Background: an optimization exercise with open tools, aiming at small area and a short achievable clock period. Do not read the settings as production practice. At most, simulation tests tie the RTL to the original design; equivalence was not proved. Only the layout flow was run in run 2; the RTL was not checked for function there. The clock port is modelled as an ideal driver; clocking choices that lean on that would not hold on a real chip. No activity file was given, so power comes from the tool's default toggle rates.

`flow/config.mk`:
```
export PLATFORM = sky130hd
export DESIGN_NAME = self_purging_adder
export DESIGN_NICKNAME = self_purging_adder
export VERILOG_FILES = /design/flow/design.v
export SDC_FILE = /design/flow/constraint.sdc
export NUM_CORES = 4
export LEC_CHECK = 0
export CAP_MARGIN = 20
export CORE_MARGIN = 2
export CORE_UTILIZATION = 60
export SLEW_MARGIN = 20
export SYNTH_HIERARCHICAL = 1
export SYNTH_MINIMUM_KEEP_SIZE = 0
```
`flow/constraint.sdc`:
```
create_clock -name core_clock -period 110.0 [get_ports {clk}]
set_input_delay 22.0000 -clock core_clock [delete_from_list [all_inputs] [get_ports {clk}]]
set_output_delay 22.0000 -clock core_clock [all_outputs]
set_load 0.01 [all_outputs]
```
`flow/design.v`:
```
module spa_xor2(a, b, y);
    input a, b;
    output y;
    assign y = a ^ b;
endmodule
module spa_xnor2(a, b, y);
    input a, b;
    output y;
    assign y = ~(a ^ b);
endmodule
module spa_and2(a, b, y);
    input a, b;
    output y;
    assign y = a & b;
endmodule
module spa_and3(a, b, c, y);
    input a, b, c;
    output y;
    assign y = a & b & c;
endmodule
module spa_andn(a, b, y);
    input a, b;
    output y;
    assign y = a & ~b;
endmodule
module spa_nor2(a, b, y);
    input a, b;
    output y;
    assign y = ~(a | b);
endmodule
module spa_fa(a, b, c, s, co);
    input a, b, c;
    output s, co;
    assign s = a ^ b ^ c;
    assign co = (a & b) | (c & (a ^ b));
endmodule
module spa_a211o(a, b, c, d, y);
    input a, b, c, d;
    output y;
    assign y = a | b | (c & d);
endmodule
module spa_maj3(a, b, c, y);
    input a, b, c;
    output y;
    assign y = (a & b) | (c & (a | b));
endmodule
module spa_a222oi(a1, a2, b1, b2, c1, c2, y);
    input a1, a2, b1, b2, c1, c2;
    output y;
    assign y = ~((a1 & a2) | (b1 & b2) | (c1 & c2));
endmodule
module spa_mux2i(a0, a1, s, y);
    input a0, a1, s;
    output y;
    assign y = ~(s ? a1 : a0);
endmodule
module spa_mux2(a0, a1, s, y);
    input a0, a1, s;
    output y;
    assign y = s ? a1 : a0;
endmodule
module spa_o21ai(a1, a2, b1, y);
    input a1, a2, b1;
    output y;
    assign y = ~((a1 | a2) & b1);
endmodule
module spa_a22o(a1, a2, b1, b2, y);
    input a1, a2, b1, b2;
    output y;
    assign y = (a1 & a2) | (b1 & b2);
endmodule
module spa_lt4(m1, s1, m2, s2, y);
    input m1, s1, m2, s2;
    output y;
    wire w;
    spa_a22o  uw(.a1(m1), .a2(m2), .b1(s1), .b2(s2), .y(w));
    spa_o21ai uy(.a1(m1), .a2(m2), .b1(w), .y(y));
endmodule
module self_purging_full_adder(a, b, e, C, Cn, Jn, nG, nP, sum, en);
    input [5:0] a, b, e;
    input C, Cn;            
    input Jn;               
    output nG, nP, sum;     
    output [5:0] en;        
    wire [5:0] h, l, z, q, nm;
    wire [1:0] sh, mh, sl, ml, sz, mz, sp, mp;
    genvar k, g;
    generate
        for (k = 0; k < 6; k = k + 1) begin : m
            spa_and3  uh(.a(e[k]), .b(a[k]), .c(b[k]), .y(h[k]));
            spa_o21ai uq(.a1(a[k]), .a2(b[k]), .b1(e[k]), .y(q[k]));   
            spa_nor2  ul(.a(q[k]), .b(h[k]), .y(l[k]));
            spa_andn  uz(.a(e[k]), .b(l[k]), .y(z[k]));               
        end
        for (g = 0; g < 2; g = g + 1) begin : grp
            spa_fa fh(.a(h[3*g]), .b(h[3*g+1]), .c(h[3*g+2]), .s(sh[g]), .co(mh[g]));
            spa_fa fl(.a(l[3*g]), .b(l[3*g+1]), .c(l[3*g+2]), .s(sl[g]), .co(ml[g]));
            spa_fa fz(.a(z[3*g]), .b(z[3*g+1]), .c(z[3*g+2]), .s(sz[g]), .co(mz[g]));
            spa_xor2  ps(.a(sh[g]), .b(sl[g]), .y(sp[g]));
            spa_a211o pm(.a(mh[g]), .b(ml[g]), .c(sh[g]), .d(sl[g]), .y(mp[g]));
        end
    endgenerate
    wire nS0, nS1;
    spa_lt4 vg(.m1(mh[0]), .s1(sh[0]), .m2(mh[1]), .s2(sh[1]), .y(nG));
    spa_lt4 vp(.m1(mp[0]), .s1(sp[0]), .m2(mp[1]), .s2(sp[1]), .y(nP));
    spa_lt4 v0(.m1(ml[0]), .s1(sl[0]), .m2(ml[1]), .s2(sl[1]), .y(nS0));
    spa_lt4 v1(.m1(mz[0]), .s1(sz[0]), .m2(mz[1]), .s2(sz[1]), .y(nS1));
    spa_mux2i vs(.a0(nS0), .a1(nS1), .s(C), .y(sum));
    wire ne, cx, t0, t1, t2;
    spa_xor2 te(.a(sum), .b(C), .y(ne));
    spa_xor2 tc(.a(C), .b(Cn), .y(cx));
    spa_andn u2(.a(Cn), .b(ne), .y(t2));
    spa_nor2 u0(.a(ne), .b(Cn), .y(t0));
    spa_andn u1(.a(ne), .b(cx), .y(t1));
    generate
        for (k = 0; k < 6; k = k + 1) begin : sw
            spa_a222oi ua(.a1(t2), .a2(h[k]), .b1(t1), .b2(l[k]), .c1(t0), .c2(q[k]), .y(nm[k]));
            spa_mux2i  ue(.a0(Jn), .a1(nm[k]), .s(e[k]), .y(en[k]));
        end
    endgenerate
endmodule
module self_purging_adder(clk, in1, in2, cin, J, sum, cout);
    parameter W = 32;
    parameter N = 6;
    input clk, J;
    input [N*W-1:0] in1, in2;
    input [N-1:0] cin;
    output [W-1:0] sum;
    output cout;
    function th4;   
        input [5:0] v;
        reg [1:0] c1, c2;
        begin
            c1 = v[0] + v[1] + v[2];
            c2 = v[3] + v[4] + v[5];
            th4 = (c1[1] & c2[1]) | ((c1[1] | c2[1]) & c1[0] & c2[0]);
        end
    endfunction
    reg  [N*W-1:0] E;        
    wire [N*W-1:0] En;
    wire [W:0] C;            
    wire [W-1:0] G, P;
    wire Jn = ~J;
    genvar i, k, l;
    generate
        for (i = 0; i < W; i = i + 1) begin : bit_
            wire [N-1:0] a, b, e, en;
            for (k = 0; k < N; k = k + 1) begin : mod_
                assign a[k] = in1[k*W+i];
                assign b[k] = in2[k*W+i];
                assign e[k] = E[k*W+i];
                assign En[k*W+i] = en[k];
            end
            if (i == 0) begin : b0
                wire [N-1:0] s = a ^ b ^ cin;
                wire [N-1:0] co = (a & b) | (cin & (a ^ b));
                assign sum[0] = th4(e & s);
                assign G[0] = th4(e & co);
                assign P[0] = 1'b0;
                for (k = 0; k < N; k = k + 1) begin : m0
                    assign en[k] = e[k] ? ((s[k] == sum[0]) & (co[k] == C[1])) : J;
                end
            end else begin : bn
                wire nG, nP;
                assign G[i] = ~nG;
                assign P[i] = ~nP;
                self_purging_full_adder fa(.a(a), .b(b), .e(e), .C(C[i]), .Cn(C[i+1]),
                    .Jn(Jn), .nG(nG), .nP(nP), .sum(sum[i]), .en(en));
            end
        end
        wire [W-1:0] gg [0:5];
        wire [W-1:0] pp [0:5];
        assign gg[0] = G;
        assign pp[0] = P;
        for (l = 0; l < 5; l = l + 1) begin : lvl
            for (i = 0; i < W; i = i + 1) begin : col
                if ((i >> l) & 1) begin : cmb
                    localparam integer J0 = ((i >> l) << l) - 1;
                    assign gg[l+1][i] = gg[l][i] | (pp[l][i] & gg[l][J0]);
                    assign pp[l+1][i] = pp[l][i] & pp[l][J0];
                end else begin : pas
                    assign gg[l+1][i] = gg[l][i];
                    assign pp[l+1][i] = pp[l][i];
                end
            end
        end
    endgenerate
    assign C[0] = cin[0];
    assign C[W:1] = gg[5];
    assign cout = C[W];
    always @(posedge clk)
        E <= En;
endmodule
```
`flow/flow/run.sh`:
```
#!/bin/bash
# Standard ORFS layout (the standard.sh) with these changes:
#  - the port buffers that global placement puts on every input and output
#    are sky130 buf_1 cells instead of the default choice;
#  - right after floorplanning, logic cells off the near-critical paths are
#    set to the smallest version of their function (downsize.tcl); the later
#    repair steps size up again where slew, load or timing need it;
#  - clock tree synthesis uses clkbuf_4/clkbuf_8 buffers and no dummy loads;
#  - after clock tree synthesis, repair_timing works on the top-level logic
#    only (the carry network that all bits share), aiming at more setup
#    slack than the standard flow does (post_cts.tcl).
# Each step's full log is in orfs/logs/; make's own output is in
# standard_flow.log.
set -euo pipefail
here=$(pwd)
export BUFFER_PORTS_ARGS="-buffer_cell sky130_fd_sc_hd__buf_1"
export POST_FLOORPLAN_TCL="$here/flow/downsize.tcl"
export CTS_ARGS="-sink_clustering_enable -repair_clock_nets -dont_use_dummy_load -buf_list {sky130_fd_sc_hd__clkbuf_4 sky130_fd_sc_hd__clkbuf_8} -root_buf sky130_fd_sc_hd__clkbuf_8"
export POST_CTS_TCL="$here/flow/post_cts.tcl"
bash standard.sh "$@" > standard_flow.log 2>&1
```
`flow/flow/downsize.tcl`:
```
# Area recovery after synthesis: set each combinational logic cell to the
# smallest-area version of its function (among equal areas, the strongest),
# unless the cell is on a path within $margin ns of the worst setup slack.
# Flip-flops, buffers and clock cells are left as they are; the later repair
# steps size cells up again where slew, load or timing need it.
set margin 1.0
set db [ord::get_db]
set block [[$db getChip] getBlock]
set best [dict create]
foreach lib [$db getLibs] {
  foreach m [$lib getMasters] {
    set name [$m getName]
    if { ![regexp {^(sky130_fd_sc_hd__[a-z0-9]+)_([0-9]+)$} $name -> base drive] } { continue }
    set area [expr { [$m getWidth] * [$m getHeight] }]
    if { [dict exists $best $base] } {
      lassign [dict get $best $base] barea bdrive
      if { $area > $barea || ($area == $barea && $drive <= $bdrive) } { continue }
    }
    dict set best $base [list $area $drive $m]
  }
}
set dont_use {}
if { [info exists ::env(DONT_USE_CELLS)] } { set dont_use $::env(DONT_USE_CELLS) }
set wns [expr { [sta::worst_slack_cmd max] * 1e9 }]
puts "downsize.tcl: worst setup slack before [format %.3f $wns] ns"
set n 0
set kept 0
set saved 0.0
foreach inst [$block getInsts] {
  set m [$inst getMaster]
  set name [$m getName]
  if { ![regexp {^(sky130_fd_sc_hd__([a-z0-9]+))_([0-9]+)$} $name -> base fn drive] } { continue }
  if { [regexp {^(df|edf|sdf|dl|buf|clk|tap|fill|decap|conb|diode|dly|ebuf|einv|probe|lpflow)} $fn] } { continue }
  if { ![dict exists $best $base] } { continue }
  lassign [dict get $best $base] barea bdrive new
  if { $new == $m } { continue }
  if { [lsearch -exact $dont_use [$new getName]] >= 0 } { continue }
  set old_area [expr { [$m getWidth] * [$m getHeight] }]
  if { $barea >= $old_area } { continue }
  set slack 1e30
  foreach pin [get_pins -of_objects [get_cells [$inst getName]]] {
    set s [get_property $pin slack_max]
    if { $s != "INF" && $s < $slack } { set slack $s }
  }
  if { $slack < $wns + $margin } { incr kept; continue }
  set saved [expr { $saved + ($old_area - $barea) / 1e6 }]
  $inst swapMaster $new
  incr n
}
set wns2 [expr { [sta::worst_slack_cmd max] * 1e9 }]
puts "downsize.tcl: $n cells set to a smaller version, [format %.1f $saved] um2 less; $kept near-critical cells kept; worst setup slack after [format %.3f $wns2] ns"
```
`flow/flow/post_cts.tcl`:
```
# Setup repair of the shared carry network. The design's clock leaves tens
# of ns of slack, so the standard repair does nothing. Here every cell inside
# the per-bit modules (hierarchical names, with '/'), the port buffers and the
# clock tree are held fixed, and repair_timing is asked for $target ns of
# slack: it can only size up or buffer the top-level logic (the carry
# prefix network and bit 0), which all the slowest paths go through.
set target 63.0
estimate_parasitics -placement
puts "post_cts.tcl: worst setup slack before [format %.3f [expr {[sta::worst_slack_cmd max] * 1e9}]] ns"
set block [ord::get_db_block]
set held {}
foreach inst [$block getInsts] {
  set name [$inst getName]
  set m [[$inst getMaster] getName]
  if { [string first "/" $name] >= 0 || [string match "input*" $name] || [string match "output*" $name]
       || [string match "*clkbuf*" $m] || [string match "*dfxtp*" $m] || [string match "*tapvpwrvgnd*" $m] } {
    lappend held $inst
    $inst setDoNotTouch 1
  }
}
puts "post_cts.tcl: [llength $held] cells held fixed"
repair_timing -setup -setup_margin $target -sequence "sizeup,swap,buffer" -skip_last_gasp -verbose
foreach inst $held { $inst setDoNotTouch 0 }
detailed_placement
check_placement -verbose
estimate_parasitics -placement
puts "post_cts.tcl: worst setup slack after [format %.3f [expr {[sta::worst_slack_cmd max] * 1e9}]] ns"
report_design_area
```
`flow/standard.sh`:
```
#!/bin/bash
# synth_recipe.tcl (not shown) runs the flow's synth.tcl, then flattens the netlist and writes it again
# the make line also repeats each setting of config.mk as NAME=value (left out here)
make -C /OpenROAD-flow-scripts/flow DESIGN_CONFIG=/design/flow/config.mk WORK_HOME=/design/flow/orfs CLKGATE_MAP_FILE= SYNTH_SCRIPT=/design/flow/synth_recipe.tcl "${@:-finish}"
```
==> results of run 1 <==
==> cell families after synthesis <==
logic type / count (synthesis) / synth area share, %
flip-flops: 192 / 17.20
buffers and inverters: 22 / 0.3863
AO/OA/AOI/OAI: 743 / 24.42
multiplexers: 217 / 9.718
XOR/XNOR: 136 / 5.329
adder cells (fa/ha/maj): 197 / 17.60
AND/OR/NAND/NOR: 699 / 25.35
==> final cells by class <==
cell class | instances | area [um^2]
antenna | 23 | 57.56
clock buffer | 17 | 234.0
fill | 3239 | 12470
inverter | 20 | 86.33
multi-input combinational | 1992 | 17220
sequential | 192 | 3844
tap | 468 | 585.6
timing repair buffer | 490 | 2117
==> metal layers <==
layer / GRT usage [%] / part of all wire [%] / up-vias
met5: 0 / 0.20 / -
met4: 13.37 / 3.4 / 18
met3: 7.580 / 8.7 / 128
met2: 50.84 / 47 / 778
met1: 38.12 / 41 / 9861
li1: - / - / 9699
==> per-module statistics from Yosys, one instance, submodules excluded, excerpt <==
| module | times used | flops+latches | area, um^2 |
|---|---|---|---|
| self_purging_adder | 1 | 192 | 4935 |
| spa_a211o | 62 | 0 | 8.758 |
| spa_a222oi | 186 | 0 | 10.01 |
| spa_a22o | 124 | 0 | 8.758 |
| spa_and3 | 186 | 0 | 6.256 |
| spa_andn | 248 | 0 | 13.76 |
| spa_fa | 186 | 0 | 20.02 |
| spa_mux2i | 217 | 0 | 10.01 |
| spa_nor2 | 217 | 0 | 3.754 |
| spa_o21ai | 310 | 0 | 5.005 |
| spa_xor2 | 124 | 0 | 8.758 |
==> synth_stat cells (6+ instances only) <==
master,instances,share of area [%]
sky130_fd_sc_hd__o21ai_1,312,7.0
sky130_fd_sc_hd__nor2b_4,248,15
sky130_fd_sc_hd__nor2_1,224,3.8
sky130_fd_sc_hd__mux2i_1,217,9.7
sky130_fd_sc_hd__fa_1,196,18
sky130_fd_sc_hd__dfxtp_1,192,17
sky130_fd_sc_hd__a222oi_1,186,8.3
sky130_fd_sc_hd__and3_1,186,5.2
sky130_fd_sc_hd__a22o_1,124,4.9
sky130_fd_sc_hd__xor2_1,124,4.9
sky130_fd_sc_hd__a211o_1,62,2.4
sky130_fd_sc_hd__o21ai_0,23,0.52
sky130_fd_sc_hd__inv_1,19,0.32
sky130_fd_sc_hd__xnor2_1,12,0.47
sky130_fd_sc_hd__and2_1,10,0.28
sky130_fd_sc_hd__a21oi_1,9,0.20
sky130_fd_sc_hd__nand2_1,7,0.12
sky130_fd_sc_hd__o21a_1,7,0.24
sky130_fd_sc_hd__nand3_1,6,0.13
==> stage by stage <==
step | total power [mW] | instance area, um^2 | setup WS, ps
after floorplan | 0.7115 | 22350 | 61860
final | 0.8606 | 24140 | 62180
after global routing | 0.9401 | 24120 | 61970
after detailed placement | 0.7656 | 22700 | 61370
after global placement | 0.7486 | 22700 | 61560
==> power breakdown <==
group          switching [mW]  internal (mW)  total [mW]
combinational           0.363          0.311       0.674
sequential             0.0372          0.110       0.147
clock                  0.0251         0.0137      0.0389
==> worst max-delay path, delay by kind of cell <==
| family | cells | cell delay (ps) |
|---|---|---|
| XOR/XNOR | 1 | 190 |
| multiplexers | 1 | 270 |
| buffers and inverters | 5 | 640 |
| AO/OA/AOI/OAI | 6 | 1060 |
| AND/OR/NAND/NOR | 4 | 1170 |
| adder cells (fa/ha/maj) | 1 | 500 |
==> worst min path at each step <==
stage                       from      to  slack [ps]  depth (start not counted)
after floorplan           E[128]  E[128]         450                          1
after global placement    E[158]  E[158]         470                          1
after detailed placement   E[96]   E[96]         480                          1
after global routing       E[15]   E[15]         510                          1
final                      E[96]   E[96]         490                          1
==> flow_summary.ini, run 1 <==
[status]
outcome = complete, no violations

[synthesis]
yosysSeqAreaShare_pct = 17.20
postSynth.asyncResetShare_pct = 0
synthesis.area_per_instance_um2 = 10.13
netlist_instances = 2206
netlist-cell-type-count = 52
synthesis.yosys.warnings = 7
number_of_enable_type_register_cells_in_the_synthesized_netlist = 0
dominant_synthesized_flop_cell = sky130_fd_sc_hd__dfxtp_1
post_synth_instance_area_mm2 = 0.02235
synth_seq_cells = 192
synth.net_count = 2794

[sta]
finalWorstPathRequiredPeriod_ps = 47820
period_share_pct = 43.47
setup_viol_count_final = 0
report.final.slew_viol_count = 0
tns_setup_ps = 0
worst_slew_pin_tran_ps = 1019
holdWs_ps = 492.1
finalHoldViolations = 0
timing.clock.skew_ps = 29.21
setup_repair_after_global_routing_missed_its_margin = no
worst_slew_margin_rel_pct = 31.80
fmaxAchievable_mhz = 20.91

[clock_tree]
clock_latency_ps = 510
tritoncts = yes
path_clk_slew_ps = 90
numClockSinks = 192

[floorplan]
core_region_area_mm2 = 0.03661
ports_placed_on_the_boundary = 425
floorplan.rows = 70
initial_core_util_pct = 61.05
die-height_um = 197.0
die-width_um = 197.0
die_area_mm2 = 0.03881

[grt]
grt_start_max_net_pins = 123
global_route.usage.total_pct = 30.70
grt_antenna_before_repair = 29
grt_first_pass_wirelength_mm = 96.40
first_global_vias = 19751
grt-ovfl-total = 0

[power_and_ir_drop]
leakage_nw = 10.74
power.density_cell_area_mw_per_mm2 = 35.65
vdd_drop_max_mv = 0.01629

[place]
place.detailed.hpwl_mm = 47.70
dp_cells = 3101
routabilityCongestion = 0.9176
io_buffers = 424

[route]
routedWlPerCell_um = 18.98
num_vias = 20484
drt_first_iter_violations = 2022
postRouteWirelength_mm = 60.78
first_pass_iters = 8
drt.antenna.violating_nets = 0
drc_errors = 0
viasPerCell = 6.397

[job]
timing.max_cap.violations = 0

[layout]
layout.cells.most_common = sky130_fd_sc_hd__buf_1
nNetsFinal = 3301
most_flop_heavy_register = E
largest_register_ffs = 192
stdcell_count = 3202
most-common-layout-cells = 424 x sky130_fd_sc_hd__buf_1, 304 x sky130_fd_sc_hd__o21ai_1, 251 x sky130_fd_sc_hd__nor2b_1
largest_registers = E: 192 flops
drive_above_1_share_pct = 8.004
syn2layout_area_growth_pct = 8.005
layout.core_utilization_pct = 65.94

[setup_path]
worstSetupStartpointType = primary input
critical_path_class = primary input to primary output
r2r-end = E[190]
critical_path_arrival_ps = 25820
ff2ff_setup_slack_ps = 104830
path_common_cell = sky130_fd_sc_hd__buf_1
critPathMaxFanout = 4
crit_start = in2[111]
timing.critical_path.to = sum[21]
slowest_stage_cell_cp = sky130_fd_sc_hd__or4b_4
cp_cell_sequence = buf_1, and3_1, nor2_1, fa_1, xor2_1, a22o_1, o21ai_1, nor2_2, or4b_4, o22ai_4, a21oi_4, o41ai_4, buf_4, buf_6, inv_1, o21ai_4, mux2i_2, buf_1
r2r-start = E[65]
worst-r2r-cell-count = 21
cp_slowest_stage_delay_ps = 530
endpoint_kind = primary output
critical_path_required_ps = 88000

[min_path]
hold_class = flop to flop
==> inputs of run 2 (changes only) <==
--- a/flow/design.v
+++ b/flow/design.v
@@ -76,6 +76,21 @@
     spa_a22o  uw(.a1(m1), .a2(m2), .b1(s1), .b2(s2), .y(w));
     spa_o21ai uy(.a1(m1), .a2(m2), .b1(w), .y(y));
 endmodule
+module spa_inv(a, y);
+    input a;
+    output y;
+    assign y = ~a;
+endmodule
+module spa_nand2(a, b, y);
+    input a, b;
+    output y;
+    assign y = ~(a & b);
+endmodule
+module spa_a21oi(a1, a2, b1, y);
+    input a1, a2, b1;
+    output y;
+    assign y = ~((a1 & a2) | b1);
+endmodule
 module self_purging_full_adder(a, b, e, C, Cn, Jn, nG, nP, sum, en);
     input [5:0] a, b, e;
     input C, Cn;            
@@ -140,8 +155,9 @@
     wire [N*W-1:0] En;
     wire [W:0] C;            
     wire [W-1:0] G, P;
+    wire [W-1:1] nG, nP;
     wire Jn = ~J;
-    genvar i, k, l;
+    genvar i, k;
     generate
         for (i = 0; i < W; i = i + 1) begin : bit_
             wire [N-1:0] a, b, e, en;
@@ -161,33 +177,235 @@
                     assign en[k] = e[k] ? ((s[k] == sum[0]) & (co[k] == C[1])) : J;
                 end
             end else begin : bn
-                wire nG, nP;
-                assign G[i] = ~nG;
-                assign P[i] = ~nP;
                 self_purging_full_adder fa(.a(a), .b(b), .e(e), .C(C[i]), .Cn(C[i+1]),
-                    .Jn(Jn), .nG(nG), .nP(nP), .sum(sum[i]), .en(en));
-            end
-        end
-        wire [W-1:0] gg [0:5];
-        wire [W-1:0] pp [0:5];
-        assign gg[0] = G;
-        assign pp[0] = P;
-        for (l = 0; l < 5; l = l + 1) begin : lvl
-            for (i = 0; i < W; i = i + 1) begin : col
-                if ((i >> l) & 1) begin : cmb
-                    localparam integer J0 = ((i >> l) << l) - 1;
-                    assign gg[l+1][i] = gg[l][i] | (pp[l][i] & gg[l][J0]);
-                    assign pp[l+1][i] = pp[l][i] & pp[l][J0];
-                end else begin : pas
-                    assign gg[l+1][i] = gg[l][i];
-                    assign pp[l+1][i] = pp[l][i];
-                end
+                    .Jn(Jn), .nG(nG[i]), .nP(nP[i]), .sum(sum[i]), .en(en));
             end
         end
     endgenerate
     assign C[0] = cin[0];
-    assign C[W:1] = gg[5];
+    spa_prefix pfx(.G0(G[0]), .nG(nG), .nP(nP), .C(C[W:1]));
     assign cout = C[W];
     always @(posedge clk)
         E <= En;
 endmodule
+module spa_prefix(G0, nG, nP, C);
+    input G0;
+    input [31:1] nG, nP;
+    output [31:0] C;
+    wire w1, w3, w5, w7, w9, w11, w13, w15, w17, w19, w21, w23;
+    wire w25, w27, w29, w31, w33, w35, w37, w39, w41, w43, w45, w47;
+    wire w49, w51, w53, w55, w57, w59, w61, w63, w65, w67, w69, w71;
+    wire w73, w75, w77, w79, w81, w83, w85, w87, w89, w91, w93, w95;
+    wire w97, w99, w101, w103, w105, w107, w109, w111, w113, w115, w117, w119;
+    wire w121, w123, w125, w127, w129, w131, w133, w135, w137, w139, w141, w143;
+    wire w145, w147, w149, w151, w153, w155, w157, w159, w161, w163, w165, w167;
+    wire w169, w171, w173, w175, w177, w179, w181, w183, w185, w187, w189, w191;
+    wire w193, w195, w197, w199, w201, w203, w205, w207, w209, w211, w213, w215;
+    wire w217, w219, w221, w223, w225, w227, w229, w231, w233, w235, w237, w239;
+    wire w241, w243, w245, w247, w249, w251, w253, w255, w257, w259, w261, w263;
+    wire w265, w267, w269, w271, w273, w275, w277, w279, w281, w283, w285, w287;
+    wire w289, w291, w293, w295, w297, w299, w301, w303, w305, w307, w309, w311;
+    wire w313, w315, w317, w319, w321, w323, w325, w327, w329, w331, w333, w335;
+    wire w337;
+    spa_inv u2(.a(G0), .y(w1));
+    spa_o21ai u4(.a1(nP[1]), .a2(w1), .b1(nG[1]), .y(w3));
+    spa_o21ai u6(.a1(nP[3]), .a2(nG[2]), .b1(nG[3]), .y(w5));
+    spa_nor2 u8(.a(nP[3]), .b(nP[2]), .y(w7));
+    spa_o21ai u10(.a1(nP[5]), .a2(nG[4]), .b1(nG[5]), .y(w9));
+    spa_nor2 u12(.a(nP[5]), .b(nP[4]), .y(w11));
+    spa_o21ai u14(.a1(nP[7]), .a2(nG[6]), .b1(nG[7]), .y(w13));
+    spa_nor2 u16(.a(nP[7]), .b(nP[6]), .y(w15));
+    spa_o21ai u18(.a1(nP[9]), .a2(nG[8]), .b1(nG[9]), .y(w17));
+    spa_nor2 u20(.a(nP[9]), .b(nP[8]), .y(w19));
+    spa_o21ai u22(.a1(nP[11]), .a2(nG[10]), .b1(nG[11]), .y(w21));
+    spa_nor2 u24(.a(nP[11]), .b(nP[10]), .y(w23));
+    spa_o21ai u26(.a1(nP[13]), .a2(nG[12]), .b1(nG[13]), .y(w25));
+    spa_nor2 u28(.a(nP[13]), .b(nP[12]), .y(w27));
+    spa_o21ai u30(.a1(nP[15]), .a2(nG[14]), .b1(nG[15]), .y(w29));
+    spa_nor2 u32(.a(nP[15]), .b(nP[14]), .y(w31));
+    spa_o21ai u34(.a1(nP[17]), .a2(nG[16]), .b1(nG[17]), .y(w33));
+    spa_nor2 u36(.a(nP[17]), .b(nP[16]), .y(w35));
+    spa_o21ai u38(.a1(nP[19]), .a2(nG[18]), .b1(nG[19]), .y(w37));
+    spa_nor2 u40(.a(nP[19]), .b(nP[18]), .y(w39));
+    spa_o21ai u42(.a1(nP[21]), .a2(nG[20]), .b1(nG[21]), .y(w41));
+    spa_nor2 u44(.a(nP[21]), .b(nP[20]), .y(w43));
+    spa_o21ai u46(.a1(nP[23]), .a2(nG[22]), .b1(nG[23]), .y(w45));
+    spa_nor2 u48(.a(nP[23]), .b(nP[22]), .y(w47));
+    spa_o21ai u50(.a1(nP[25]), .a2(nG[24]), .b1(nG[25]), .y(w49));
+    spa_nor2 u52(.a(nP[25]), .b(nP[24]), .y(w51));
+    spa_o21ai u54(.a1(nP[27]), .a2(nG[26]), .b1(nG[27]), .y(w53));
+    spa_nor2 u56(.a(nP[27]), .b(nP[26]), .y(w55));
+    spa_o21ai u58(.a1(nP[29]), .a2(nG[28]), .b1(nG[29]), .y(w57));
+    spa_nor2 u60(.a(nP[29]), .b(nP[28]), .y(w59));
+    spa_o21ai u62(.a1(nP[31]), .a2(nG[30]), .b1(nG[31]), .y(w61));
+    spa_nor2 u64(.a(nP[31]), .b(nP[30]), .y(w63));
+    spa_inv u66(.a(w3), .y(w65));
+    spa_o21ai u68(.a1(nP[2]), .a2(w65), .b1(nG[2]), .y(w67));
+    spa_a21oi u70(.a1(w7), .a2(w3), .b1(w5), .y(w69));
+    spa_inv u72(.a(w9), .y(w71));
+    spa_inv u74(.a(w11), .y(w73));
+    spa_o21ai u76(.a1(nP[6]), .a2(w71), .b1(nG[6]), .y(w75));
+    spa_nor2 u78(.a(nP[6]), .b(w73), .y(w77));
+    spa_a21oi u80(.a1(w15), .a2(w9), .b1(w13), .y(w79));
+    spa_nand2 u82(.a(w15), .b(w11), .y(w81));
+    spa_inv u84(.a(w17), .y(w83));
+    spa_inv u86(.a(w19), .y(w85));
+    spa_o21ai u88(.a1(nP[10]), .a2(w83), .b1(nG[10]), .y(w87));
+    spa_nor2 u90(.a(nP[10]), .b(w85), .y(w89));
+    spa_a21oi u92(.a1(w23), .a2(w17), .b1(w21), .y(w91));
+    spa_nand2 u94(.a(w23), .b(w19), .y(w93));
+    spa_inv u96(.a(w25), .y(w95));
+    spa_inv u98(.a(w27), .y(w97));
+    spa_o21ai u100(.a1(nP[14]), .a2(w95), .b1(nG[14]), .y(w99));
+    spa_nor2 u102(.a(nP[14]), .b(w97), .y(w101));
+    spa_a21oi u104(.a1(w31), .a2(w25), .b1(w29), .y(w103));
+    spa_nand2 u106(.a(w31), .b(w27), .y(w105));
+    spa_inv u108(.a(w33), .y(w107));
+    spa_inv u110(.a(w35), .y(w109));
+    spa_o21ai u112(.a1(nP[18]), .a2(w107), .b1(nG[18]), .y(w111));
+    spa_nor2 u114(.a(nP[18]), .b(w109), .y(w113));
+    spa_a21oi u116(.a1(w39), .a2(w33), .b1(w37), .y(w115));
+    spa_nand2 u118(.a(w39), .b(w35), .y(w117));
+    spa_inv u120(.a(w41), .y(w119));
+    spa_inv u122(.a(w43), .y(w121));
+    spa_o21ai u124(.a1(nP[22]), .a2(w119), .b1(nG[22]), .y(w123));
+    spa_nor2 u126(.a(nP[22]), .b(w121), .y(w125));
+    spa_a21oi u128(.a1(w47), .a2(w41), .b1(w45), .y(w127));
+    spa_nand2 u130(.a(w47), .b(w43), .y(w129));
+    spa_inv u132(.a(w49), .y(w131));
+    spa_inv u134(.a(w51), .y(w133));
+    spa_o21ai u136(.a1(nP[26]), .a2(w131), .b1(nG[26]), .y(w135));
+    spa_nor2 u138(.a(nP[26]), .b(w133), .y(w137));
+    spa_a21oi u140(.a1(w55), .a2(w49), .b1(w53), .y(w139));
+    spa_nand2 u142(.a(w55), .b(w51), .y(w141));
+    spa_inv u144(.a(w57), .y(w143));
+    spa_inv u146(.a(w59), .y(w145));
+    spa_o21ai u148(.a1(nP[30]), .a2(w143), .b1(nG[30]), .y(w147));
+    spa_nor2 u150(.a(nP[30]), .b(w145), .y(w149));
+    spa_a21oi u152(.a1(w63), .a2(w57), .b1(w61), .y(w151));
+    spa_nand2 u154(.a(w63), .b(w59), .y(w153));
+    spa_o21ai u156(.a1(nP[4]), .a2(w69), .b1(nG[4]), .y(w155));
+    spa_inv u158(.a(w69), .y(w157));
+    spa_a21oi u160(.a1(w11), .a2(w157), .b1(w9), .y(w159));
+    spa_a21oi u162(.a1(w77), .a2(w157), .b1(w75), .y(w161));
+    spa_o21ai u164(.a1(w81), .a2(w69), .b1(w79), .y(w163));
+    spa_o21ai u166(.a1(nP[12]), .a2(w91), .b1(nG[12]), .y(w165));
+    spa_nor2 u168(.a(nP[12]), .b(w93), .y(w167));
+    spa_inv u170(.a(w91), .y(w169));
+    spa_inv u172(.a(w93), .y(w171));
+    spa_a21oi u174(.a1(w27), .a2(w169), .b1(w25), .y(w173));
+    spa_nand2 u176(.a(w27), .b(w171), .y(w175));
+    spa_a21oi u178(.a1(w101), .a2(w169), .b1(w99), .y(w177));
+    spa_nand2 u180(.a(w101), .b(w171), .y(w179));
+    spa_o21ai u182(.a1(w105), .a2(w91), .b1(w103), .y(w181));
+    spa_nor2 u184(.a(w105), .b(w93), .y(w183));
+    spa_o21ai u186(.a1(nP[20]), .a2(w115), .b1(nG[20]), .y(w185));
+    spa_nor2 u188(.a(nP[20]), .b(w117), .y(w187));
+    spa_inv u190(.a(w115), .y(w189));
+    spa_inv u192(.a(w117), .y(w191));
+    spa_a21oi u194(.a1(w43), .a2(w189), .b1(w41), .y(w193));
+    spa_nand2 u196(.a(w43), .b(w191), .y(w195));
+    spa_a21oi u198(.a1(w125), .a2(w189), .b1(w123), .y(w197));
+    spa_nand2 u200(.a(w125), .b(w191), .y(w199));
+    spa_o21ai u202(.a1(w129), .a2(w115), .b1(w127), .y(w201));
+    spa_nor2 u204(.a(w129), .b(w117), .y(w203));
+    spa_o21ai u206(.a1(nP[28]), .a2(w139), .b1(nG[28]), .y(w205));
+    spa_nor2 u208(.a(nP[28]), .b(w141), .y(w207));
+    spa_inv u210(.a(w139), .y(w209));
+    spa_inv u212(.a(w141), .y(w211));
+    spa_a21oi u214(.a1(w59), .a2(w209), .b1(w57), .y(w213));
+    spa_nand2 u216(.a(w59), .b(w211), .y(w215));
+    spa_a21oi u218(.a1(w149), .a2(w209), .b1(w147), .y(w217));
+    spa_nand2 u220(.a(w149), .b(w211), .y(w219));
+    spa_o21ai u222(.a1(w153), .a2(w139), .b1(w151), .y(w221));
+    spa_nor2 u224(.a(w153), .b(w141), .y(w223));
+    spa_inv u226(.a(w163), .y(w225));
+    spa_o21ai u228(.a1(nP[8]), .a2(w225), .b1(nG[8]), .y(w227));
+    spa_a21oi u230(.a1(w19), .a2(w163), .b1(w17), .y(w229));
+    spa_a21oi u232(.a1(w89), .a2(w163), .b1(w87), .y(w231));
+    spa_o21ai u234(.a1(w93), .a2(w225), .b1(w91), .y(w233));
+    spa_a21oi u236(.a1(w167), .a2(w163), .b1(w165), .y(w235));
+    spa_o21ai u238(.a1(w175), .a2(w225), .b1(w173), .y(w237));
+    spa_o21ai u240(.a1(w179), .a2(w225), .b1(w177), .y(w239));
+    spa_a21oi u242(.a1(w183), .a2(w163), .b1(w181), .y(w241));
+    spa_inv u244(.a(w201), .y(w243));
+    spa_inv u246(.a(w203), .y(w245));
+    spa_o21ai u248(.a1(nP[24]), .a2(w243), .b1(nG[24]), .y(w247));
+    spa_nor2 u250(.a(nP[24]), .b(w245), .y(w249));
+    spa_a21oi u252(.a1(w51), .a2(w201), .b1(w49), .y(w251));
+    spa_nand2 u254(.a(w51), .b(w203), .y(w253));
+    spa_a21oi u256(.a1(w137), .a2(w201), .b1(w135), .y(w255));
+    spa_nand2 u258(.a(w137), .b(w203), .y(w257));
+    spa_o21ai u260(.a1(w141), .a2(w243), .b1(w139), .y(w259));
+    spa_nor2 u262(.a(w141), .b(w245), .y(w261));
+    spa_a21oi u264(.a1(w207), .a2(w201), .b1(w205), .y(w263));
+    spa_nand2 u266(.a(w207), .b(w203), .y(w265));
+    spa_o21ai u268(.a1(w215), .a2(w243), .b1(w213), .y(w267));
+    spa_nor2 u270(.a(w215), .b(w245), .y(w269));
+    spa_o21ai u272(.a1(w219), .a2(w243), .b1(w217), .y(w271));
+    spa_nor2 u274(.a(w219), .b(w245), .y(w273));
+    spa_a21oi u276(.a1(w223), .a2(w201), .b1(w221), .y(w275));
+    spa_nand2 u278(.a(w223), .b(w203), .y(w277));
+    spa_o21ai u280(.a1(nP[16]), .a2(w241), .b1(nG[16]), .y(w279));
+    spa_inv u282(.a(w241), .y(w281));
+    spa_a21oi u284(.a1(w35), .a2(w281), .b1(w33), .y(w283));
+    spa_a21oi u286(.a1(w113), .a2(w281), .b1(w111), .y(w285));
+    spa_o21ai u288(.a1(w117), .a2(w241), .b1(w115), .y(w287));
+    spa_a21oi u290(.a1(w187), .a2(w281), .b1(w185), .y(w289));
+    spa_o21ai u292(.a1(w195), .a2(w241), .b1(w193), .y(w291));
+    spa_o21ai u294(.a1(w199), .a2(w241), .b1(w197), .y(w293));
+    spa_a21oi u296(.a1(w203), .a2(w281), .b1(w201), .y(w295));
+    spa_a21oi u298(.a1(w249), .a2(w281), .b1(w247), .y(w297));
+    spa_o21ai u300(.a1(w253), .a2(w241), .b1(w251), .y(w299));
+    spa_o21ai u302(.a1(w257), .a2(w241), .b1(w255), .y(w301));
+    spa_a21oi u304(.a1(w261), .a2(w281), .b1(w259), .y(w303));
+    spa_o21ai u306(.a1(w265), .a2(w241), .b1(w263), .y(w305));
+    spa_a21oi u308(.a1(w269), .a2(w281), .b1(w267), .y(w307));
+    spa_a21oi u310(.a1(w273), .a2(w281), .b1(w271), .y(w309));
+    spa_o21ai u312(.a1(w277), .a2(w241), .b1(w275), .y(w311));
+    spa_inv u314(.a(w159), .y(w313));
+    spa_inv u316(.a(w161), .y(w315));
+    spa_inv u318(.a(w229), .y(w317));
+    spa_inv u320(.a(w231), .y(w319));
+    spa_inv u322(.a(w235), .y(w321));
+    spa_inv u324(.a(w283), .y(w323));
+    spa_inv u326(.a(w285), .y(w325));
+    spa_inv u328(.a(w289), .y(w327));
+    spa_inv u330(.a(w295), .y(w329));
+    spa_inv u332(.a(w297), .y(w331));
+    spa_inv u334(.a(w303), .y(w333));
+    spa_inv u336(.a(w307), .y(w335));
+    spa_inv u338(.a(w309), .y(w337));
+    assign C[0] = G0;
+    assign C[1] = w3;
+    assign C[2] = w67;
+    assign C[3] = w157;
+    assign C[4] = w155;
+    assign C[5] = w313;
+    assign C[6] = w315;
+    assign C[7] = w163;
+    assign C[8] = w227;
+    assign C[9] = w317;
+    assign C[10] = w319;
+    assign C[11] = w233;
+    assign C[12] = w321;
+    assign C[13] = w237;
+    assign C[14] = w239;
+    assign C[15] = w281;
+    assign C[16] = w279;
+    assign C[17] = w323;
+    assign C[18] = w325;
+    assign C[19] = w287;
+    assign C[20] = w327;
+    assign C[21] = w291;
+    assign C[22] = w293;
+    assign C[23] = w329;
+    assign C[24] = w331;
+    assign C[25] = w299;
+    assign C[26] = w301;
+    assign C[27] = w333;
+    assign C[28] = w305;
+    assign C[29] = w335;
+    assign C[30] = w337;
+    assign C[31] = w311;
+endmodule
==> flow/flow/run.sh (replaced) <==
#!/bin/bash
# Standard ORFS layout (the standard.sh) with these changes:
#  - the port buffers that global placement puts on every input and output
#    are sky130 buf_1 cells instead of the default choice;
#  - right after floorplanning, every logic cell is set to the smallest
#    version of its function (downsize.tcl); the later repair steps size up
#    again where slew, load or timing need it;
#  - clock tree synthesis uses clkbuf_4/clkbuf_8 buffers and no dummy loads.
# Each step's full log is in orfs/logs/; make's own output is in
# standard_flow.log.
set -euo pipefail
here=$(pwd)
export BUFFER_PORTS_ARGS="-buffer_cell sky130_fd_sc_hd__buf_1"
export POST_FLOORPLAN_TCL="$here/flow/downsize.tcl"
export CTS_ARGS="-sink_clustering_enable -repair_clock_nets -dont_use_dummy_load -buf_list {sky130_fd_sc_hd__clkbuf_4 sky130_fd_sc_hd__clkbuf_8} -root_buf sky130_fd_sc_hd__clkbuf_8"
bash standard.sh "$@" > standard_flow.log 2>&1
removed: flow/flow/post_cts.tcl
==> run 2 against run 1 <==
Register-to-register slack got worse by 990 ps; cell count increased by 1.7%; combinational power decreased by 7.0%; clock power about the same; design area decreased by 3.5%; die area increased by 2.4%; non-clock buffer count decreased by 64; synthesized area increased by 2.5%; clock skew decreased by 9.3 ps; critical endpoint unchanged; worst setup slack got worse by 1600 ps; first-iteration DRC count decreased by 8.7%.
==> flow_summary.ini, run 2 <==
[status]
outcome = complete, no violations

[power_and_ir_drop]
totalPowerFinal_mw = 0.8120
vdd_drop_max_mv = 0.01589
leakage_nw = 10.35
power.density_cell_area_mw_per_mm2 = 34.84

[place]
io_buffers = 424
routabilityCongestion = 0.9137
pre_cts_slack_ps = 60550
place.detailed.hpwl_mm = 47.34

[sta]
worst_slew_margin_rel_pct = 32.25
finalHoldViolations = 0
tns_setup_ps = 0
timing.clock.skew_ps = 19.93
worst_slew_pin_tran_ps = 1016
finalWorstPathRequiredPeriod_ps = 49450
period_share_pct = 44.95
fmaxAchievable_mhz = 20.22
setup_repair_after_global_routing_missed_its_margin = no
setup_ws_ps = 60550
report.final.slew_viol_count = 0
setup_viol_count_final = 0

[clock_tree]
numClockSinks = 192
clock_tree.root_cell = sky130_fd_sc_hd__clkbuf_8
post-cts-setup-buffers = 0
h_tree_level_count = 4
clk_path_buf_depth = 2
cts_repair_resize_count = 0
clock_latency_ps = 520
path_clk_slew_ps = 100
cts-buffers-inserted = 17
cts_hold_repair.buffers = 0
tritoncts = yes

[grt]
first_global_vias = 19086
grt_antenna_before_repair = 30
global_route.usage.total_pct = 29.25
grt.busiest_layer = met2
grt_start_max_net_pins = 124
groute.layer.met2.usage_pct = 47.84
grt-ovfl-total = 0
grt_first_pass_wirelength_mm = 92.76
global_route.usage.met1_pct = 36.50
grt_util_met3_pct = 7.747

[route]
drc_errors = 0
drt_first_iter_violations = 1846
num_vias = 20207
viasPerCell = 6.202
routedWlPerCell_um = 18.11
postRouteWirelength_mm = 59.02
drt.antenna.violating_nets = 0
first_pass_iters = 10

[synthesis]
postSynth.asyncResetShare_pct = 0
synth_seq_cells = 192
netlist_top_cells_area = sky130_fd_sc_hd__fa_1 17%, sky130_fd_sc_hd__dfxtp_1 17%, sky130_fd_sc_hd__nor2b_4 15%, sky130_fd_sc_hd__mux2i_1 9.5%, sky130_fd_sc_hd__a222oi_1 8.1%
number_of_enable_type_register_cells_in_the_synthesized_netlist = 0
synthesis.yosys.warnings = 7
synth.largest_area_cell = sky130_fd_sc_hd__fa_1
netlist_instances = 2316
synth.net_count = 2904
synth.most_common_cell = sky130_fd_sc_hd__o21ai_1
netlist-cell-type-count = 25
dominant_synthesized_flop_cell = sky130_fd_sc_hd__dfxtp_1
synthesis.area_per_instance_um2 = 9.890
yosys-top-cells-count = 358 x sky130_fd_sc_hd__o21ai_1, 250 x sky130_fd_sc_hd__nor2_1, 248 x sky130_fd_sc_hd__nor2b_4, 217 x sky130_fd_sc_hd__mux2i_1, 196 x sky130_fd_sc_hd__fa_1
yosysSeqAreaShare_pct = 16.78
post_synth_instance_area_mm2 = 0.02290
fraction_of_synthesized_cell_area_taken_by_the_top_area_cell_type_pct = 17.13

[setup_path]
cp_cell_sequence = buf_1, fa_1, and2_1, fa_1, nor2b_1, maj3_1, inv_1, o21ai_1, a21oi_2, o21ai_2, a21oi_2, inv_1, a21oi_2, inv_1, mux2i_1, buf_1
timing.critical_path.max_delay_family = compound AO/OA/AOI/OAI gates
worstSetupStartpointType = primary input
cp_slowest_stage_delay_ps = 770
critical_path_required_ps = 88000
slowest_stage_cell_cp = sky130_fd_sc_hd__inv_1
critPathMaxFanout = 14
endpoint_kind = primary output
critical_path_class = primary input to primary output
critical_path_arrival_ps = 27450
critical_path_cell_count = 16
worst-r2r-cell-count = 17
crit_buf_inv = 5

[floorplan]
initial_core_util_pct = 60.81
die-height_um = 199.4
core_region_area_mm2 = 0.03767
die-width_um = 199.4
ports_placed_on_the_boundary = 425
floorplan.rows = 71
die_area_mm2 = 0.03975

[layout]
most-common-layout-cells = 424 x sky130_fd_sc_hd__buf_1, 357 x sky130_fd_sc_hd__o21ai_1, 250 x sky130_fd_sc_hd__nor2_1
most_flop_heavy_register = E
nNetsFinal = 3313
largest_registers = E: 192 flops
syn2layout_area_growth_pct = 1.754
fill_cells = 3451
layout.cells.most_common = sky130_fd_sc_hd__buf_1
drive_above_1_share_pct = 1.910
layout.core_utilization_pct = 61.88
largest_register_ffs = 192

[min_path]
worst_hold_path.num_cells = 1
hold_class = flop to flop

[job]
timing.max_cap.violations = 0
## run 2: cell count changes after synthesis, moves of 9 or more
cell	before	now
sky130_fd_sc_hd__o21ai_1	312	358
sky130_fd_sc_hd__buf_4	1	34
sky130_fd_sc_hd__a21oi_2	1	33
sky130_fd_sc_hd__nor2_1	224	250
sky130_fd_sc_hd__inv_1	19	42
sky130_fd_sc_hd__o21ai_0	23	0
sky130_fd_sc_hd__nand2_1	7	26
sky130_fd_sc_hd__a21oi_1	9	0
## run 2: Yosys stat by module, one instance, submodules excluded, a selection
| module | times used | cells | flip-flops and latches |
|---|---|---|---|
| spa_xor2 | 124 | 1 | 0 |
| spa_a21oi | 32 | 1 | 0 |
| spa_andn | 248 | 1 | 0 |
| spa_a22o | 124 | 1 | 0 |
| self_purging_adder | 1 | 255 | 192 |
| spa_nor2 | 249 | 1 | 0 |
| spa_prefix | 1 | 32 | 0 |
| spa_o21ai | 358 | 1 | 0 |
| spa_a222oi | 186 | 1 | 0 |
| spa_mux2i | 217 | 1 | 0 |
| spa_inv | 40 | 1 | 0 |
| spa_and3 | 186 | 1 | 0 |
| spa_nand2 | 17 | 1 | 0 |
## run 2: worst paths after layout
path / start / end / slack (ps)
hold / removal: E[128] / E[128] / 490
setup reg to reg: E[96] / E[85] / 103840
hold reg to reg: E[128] / E[128] / 490
setup / recovery: in1[96] / sum[21] / 60550
## run 2: logic make-up after synthesis
| group | Yosys count | share of synthesized area [%] |
|---|---|---|
| compound gates | 776 | 24.81 |
| simple gates | 726 | 24.91 |
| mux | 217 | 9.483 |
| fa+ha+maj | 197 | 17.17 |
| flops | 192 | 16.78 |
| xor+xnor | 130 | 4.971 |
| buf+inv | 78 | 1.874 |
## run 2: worst register-to-register path: stages (launching register included)
cell and delay [ps]:
sky130_fd_sc_hd__dfxtp_1 340, sky130_fd_sc_hd__and2_1 180, sky130_fd_sc_hd__fa_1 520, sky130_fd_sc_hd__nor2b_1 140, sky130_fd_sc_hd__maj3_1 540, sky130_fd_sc_hd__inv_1 90
sky130_fd_sc_hd__o21ai_1 590, sky130_fd_sc_hd__a21oi_2 170, sky130_fd_sc_hd__o21ai_2 600, sky130_fd_sc_hd__a21oi_2 390, sky130_fd_sc_hd__inv_1 770, sky130_fd_sc_hd__a21oi_2 120
sky130_fd_sc_hd__inv_1 240, sky130_fd_sc_hd__mux2i_1 370, sky130_fd_sc_hd__xor2_1 250, sky130_fd_sc_hd__nor2b_1 170, sky130_fd_sc_hd__a222oi_1 400, sky130_fd_sc_hd__mux2i_1 130
## run 2: cell type report
class	instances	area, um^2	share of cell area [%]
Antenna cell	24	60.06	0.2577
Clock buffer	17	234.0	1.004
Inverter	42	162.7	0.6979
Multi-Input combinational cell	2046	16760	71.91
Sequential cell	192	3844	16.49
Tap cell	511	639.4	2.743
Timing Repair Buffer	426	1607	6.893
## run 2: where the power goes
part           switching, mW  internal, mW  total, mW
logic                  0.337         0.289      0.627
clock network         0.0255        0.0137     0.0392
registers             0.0361         0.110      0.146
## run 2: per-layer routing
layer | up-vias | part of all wire, %
li1 | 9784 | -
met1 | 9658 | 42
met2 | 649 | 46
met3 | 96 | 8.8
met4 | 20 | 3.1
met5 | - | 0.22
## run 2: per-stage QoR
step                      std cells  hold WS [ps]  cell area (um^2)
after floorplan                2316         427.6             22900
after global placement         3217         461.8             23010
after detailed placement       3217         481.2             23010
after CTS                      3234         493.8             23250
after global routing           3248         503.7             23280
final                          3258         491.0             23310

## separate check: timing with driven ports
Ports are ideal in the flow. The routed layouts listed here were re-timed in OpenROAD. Step 1 sets driving cells, clkbuf_16 on the clock port and buf_2 on the other inputs (assumed; they add their load-dependent delay and slew). Step 2 also shifts input and output timing later by t, the mid clock arrival at the registers, as if the neighbouring blocks saw the same clock. Slacks: no drivers / after step 1 / after step 2; pairs: no drivers / after step 1.
run	t (ns)	slack for setup (ns)	clock arrival spread, ns	worst slew at a driven data input, ns	pins driven straight from the clock port
run 1	0.543	62.178 / 62.124 / 62.124	0.029 / 0.030	0.11	1
run 2	0.566	60.552 / 60.529 / 60.529	0.020 / 0.020	0.11	1
After both steps every run listed still meets setup and hold. For run 1, which loses most, drivers alone change the setup slack by -0.054 ns; drivers and shift together by -0.054 ns.
